This is an optimization exercise on Yosys and OpenROAD, whose aim is small area, a short achievable clock period and few clock cycles per item, not a production implementation.
The RTL was checked by simulation tests, not by an equivalence proof against the original design.
Power and IR drop assume default switching activity.

// ysyx_mulunit
module ysyx_mulunit (
    input          clk,
    input          rst_n,
    input          mul_valid,
    input  [63:0]  alu_src1,
    input  [63:0]  alu_src2,
    input  [3:0]   mul_expand_signed,
    output [129:0] mul_res,
    output         sh_fnsh_flag
);
Size: roughly 3200 cells after synthesis, ~0.028 mm2 of cells after synthesis.
clock: 8.0 ns
lec_check: 0
cap_margin: 20
core_margin: 2
core_utilization: 50
gpl_routability_driven: 0
setup_slack_margin: 4.5
slew_margin: 20
synth_hierarchical: 1
standard.sh (not shown) runs the stock make flow with config.mk's settings and CLKGATE_MAP_FILE= SYNTH_SCRIPT=/design/flow/synth_recipe.tcl, a recipe that flattens the netlist after the stock synthesis.
==> flow/flow/run.sh <==
#!/bin/bash
# Layout flow: the standard layout (standard.sh, which also runs the
# standard synthesis) with these settings changed:
#  - the port buffers start as buf_2 instead of the buffer the resizer picks;
#  - sizing may swap a cell for one of another footprint;
#  - clock tree synthesis inserts no dummy loads.
# make's output goes to make.log; each step's tool output is in orfs/logs/.
set -euo pipefail
bash standard.sh MATCH_CELL_FOOTPRINT=0 \
    "BUFFER_PORTS_ARGS=-buffer_cell sky130_fd_sc_hd__buf_2" \
    "CTS_ARGS=-sink_clustering_enable -repair_clock_nets -dont_use_dummy_load" \
    finish > make.log 2>&1
Testbench counts at the start, summed over its fixed seeds: cycles 34,590, muls 4,800.
==> next run, changes <==
- GPL_ROUTABILITY_DRIVEN: 0 -> not set
Outcome:
- The changed run ran to the end with no violations
- worst hold slack loses 0.022 ns
- setup slack is better by 0.056 ns
- maximum frequency came out higher by 1.6%
- flip-flop and latch count stays the same
- clock skew climbs by 0.016 ns
- critical path depth decreases by 6
- area after synthesis does not change
- die area does not change

Starting RTL as in the previous note.
Design ysyx_mulunit, start of the top module:
module ysyx_mulunit (
    input          clk,
    input          rst_n,
    input          mul_valid,
    input  [63:0]  alu_src1,
    input  [63:0]  alu_src2,
    input  [3:0]   mul_expand_signed,
    output [129:0] mul_res,
    output         sh_fnsh_flag
);
mul u_mul (
    .clk(clk),
    .rst_n(rst_n),
    .mul_valid(mul_valid),
    .alu_src1(alu_src1),
    .alu_src2(alu_src2),
    .mul_expand_signed(mul_expand_signed),
    .mul_res(mul_res),
    .sh_fnsh_flag(sh_fnsh_flag)
);
endmodule
clock: 8.0 ns
lec_check: 0
cap_margin: 20
core_margin: 2
core_utilization: 50
setup_slack_margin: 4.5
slew_margin: 20
synth_hierarchical: 1
tns_end_percent: 30
Scripts as last shown in full above: flow/flow/run.sh
Testbench counts at the start, summed over its fixed seeds: cycles 34,590, muls 4,800.
Change:
Settings changed: ABC_AREA from default to 1, TNS_END_PERCENT 30 to default.
Cell area rises by 6.2%.
Via count went up by 18%.
Clock-buffer cell count does not change.
Synthesized area went up by 7.6%.
Non-clock buffer count goes down by 7.
Final cell count climbs by 30%.

Setup of build 49:
Starting RTL as in the previous note.
==> flow/config.mk <==
export PLATFORM = sky130hd
export DESIGN_NAME = ysyx_mulunit
export DESIGN_NICKNAME = ysyx_mulunit
export VERILOG_FILES = /design/flow/design.v
export SDC_FILE = /design/flow/constraint.sdc
export NUM_CORES = 8
export LEC_CHECK = 0
export CAP_MARGIN = 20
export CORE_MARGIN = 2
export CORE_UTILIZATION = 50
export SETUP_SLACK_MARGIN = 4.6
export SLEW_MARGIN = 20
export SYNTH_HIERARCHICAL = 1
==> flow/constraint.sdc <==
create_clock -name core_clock -period 8.0 [get_ports {clk}]
set_input_delay 1.6000 -clock core_clock [delete_from_list [all_inputs] [get_ports {clk}]]
set_output_delay 1.6000 -clock core_clock [all_outputs]
set_load 0.01 [all_outputs]
Scripts as last shown in full above: flow/flow/run.sh
Build 49 completed; timing, DRC and antenna clean
Testbench counts of build 49, summed over its fixed seeds: cycles 34,590, muls 4,800.
> inputs changed (build 49 -> build 87)
Settings: swapping 4.6 for 4.5 in SETUP_SLACK_MARGIN.
--- a/flow/flow/run.sh
+++ b/flow/flow/run.sh
@@ -3,3 +3,3 @@
 # standard synthesis) with these settings changed:
-#  - the port buffers start as buf_2 instead of the buffer the resizer picks;
+#  - the port buffers start as buf_1 instead of the buffer the resizer picks;
 #  - sizing may swap a cell for one of another footprint;
@@ -9,3 +9,3 @@
 bash standard.sh MATCH_CELL_FOOTPRINT=0 \
-    "BUFFER_PORTS_ARGS=-buffer_cell sky130_fd_sc_hd__buf_2" \
+    "BUFFER_PORTS_ARGS=-buffer_cell sky130_fd_sc_hd__buf_1" \
     "CTS_ARGS=-sink_clustering_enable -repair_clock_nets -dont_use_dummy_load" \
Notes after the runs:
Build 87 gives less combinational power than build 49 did.
The lower worst slew margin relative to its limit of build 87 and build 49 is in build 49.
Build 87 — multi-input gate share of total cell area 0.82 points higher, build 49 as reference
Delta (build 87 minus build 49): average vias per placed instance fell by about 1.1%, final wirelength fell by 1.5%, final standard cell area without fillers fell by about 1.8%, global-route usage fell by 0.55 points, overall power of the completed layout fell by 190 µW.
Higher layout-stage area growth over the synthesis result among build 87 and build 49: build 49
Compare build 87 and build 49 | initial antenna violation count higher: build 49
Changes in build 2 relative to build 87:
Settings: CORE_UTILIZATION: 50 -> 44.
--- a/flow/flow/run.sh
+++ b/flow/flow/run.sh
@@ -3,3 +3,3 @@
 # standard synthesis) with these settings changed:
-#  - the port buffers start as buf_1 instead of the buffer the resizer picks;
+#  - the port buffers start as buf_2 instead of the buffer the resizer picks;
 #  - sizing may swap a cell for one of another footprint;
@@ -9,3 +9,3 @@
 bash standard.sh MATCH_CELL_FOOTPRINT=0 \
-    "BUFFER_PORTS_ARGS=-buffer_cell sky130_fd_sc_hd__buf_1" \
+    "BUFFER_PORTS_ARGS=-buffer_cell sky130_fd_sc_hd__buf_2" \
     "CTS_ARGS=-sink_clustering_enable -repair_clock_nets -dont_use_dummy_load" \
Relative to build 87, power has gone up in build 2.
Build 2 vs build 87 on sum of routed wire segments on met1: build 2 is the lower one.
When build 2 is measured against build 87, its share of cell area taken by multi-input logic gates turns out 1.2 points lower.
Final critical-path required period: build 2 > build 87
Build 2 ended with more depth of the worst register-to-register path than build 87.

## port drivers added, routing unchanged
The flow's constraints put no driver on any port. The routed layouts listed below were extracted and timed again, unchanged, in two steps.
Step 1, drivers: a clkbuf_16 drives clk and a buf_2 each remaining input, both assumed.
Step 2 times the ports against the registers' clock, not the clock port: input delays grow and output delays shrink by t, the midpoint of the rising clock arrivals with the driver on.
Slacks: no drivers / after step 1 / after step 2; pairs: no drivers / after step 1.
| run | t (ns) | setup WS [ns] | worst setup path at the end | slew at the worst register clock pin (ns) |
|---|---|---|---|---|
| the first run of note 1 | 0.627 | 4.516 / 4.516 / 3.995 | input to register | 0.06 / 0.06 |
| the second run of note 1 | 0.611 | 4.572 / 4.572 / 4.038 | input to register | 0.06 / 0.06 |
| the first run of note 2 | 0.612 | 4.569 / 4.569 / 4.050 | input to register | 0.06 / 0.06 |
| the second run of note 2 | 0.625 | 4.602 / 4.602 / 4.231 | input to register | 0.06 / 0.06 |
| build 49 | 0.610 | 4.580 / 4.597 / 4.007 | input to register | 0.06 / 0.06 |
| build 87 | 0.605 | 4.565 / 4.574 / 4.001 | input to register | 0.06 / 0.06 |
| build 2 | 0.620 | 4.527 / 4.527 / 4.109 | input to register | 0.06 / 0.06 |
After both steps every run listed still meets setup and hold. For build 49, which loses most, drivers alone change the setup slack by +0.017 ns; drivers and shift together by -0.573 ns.
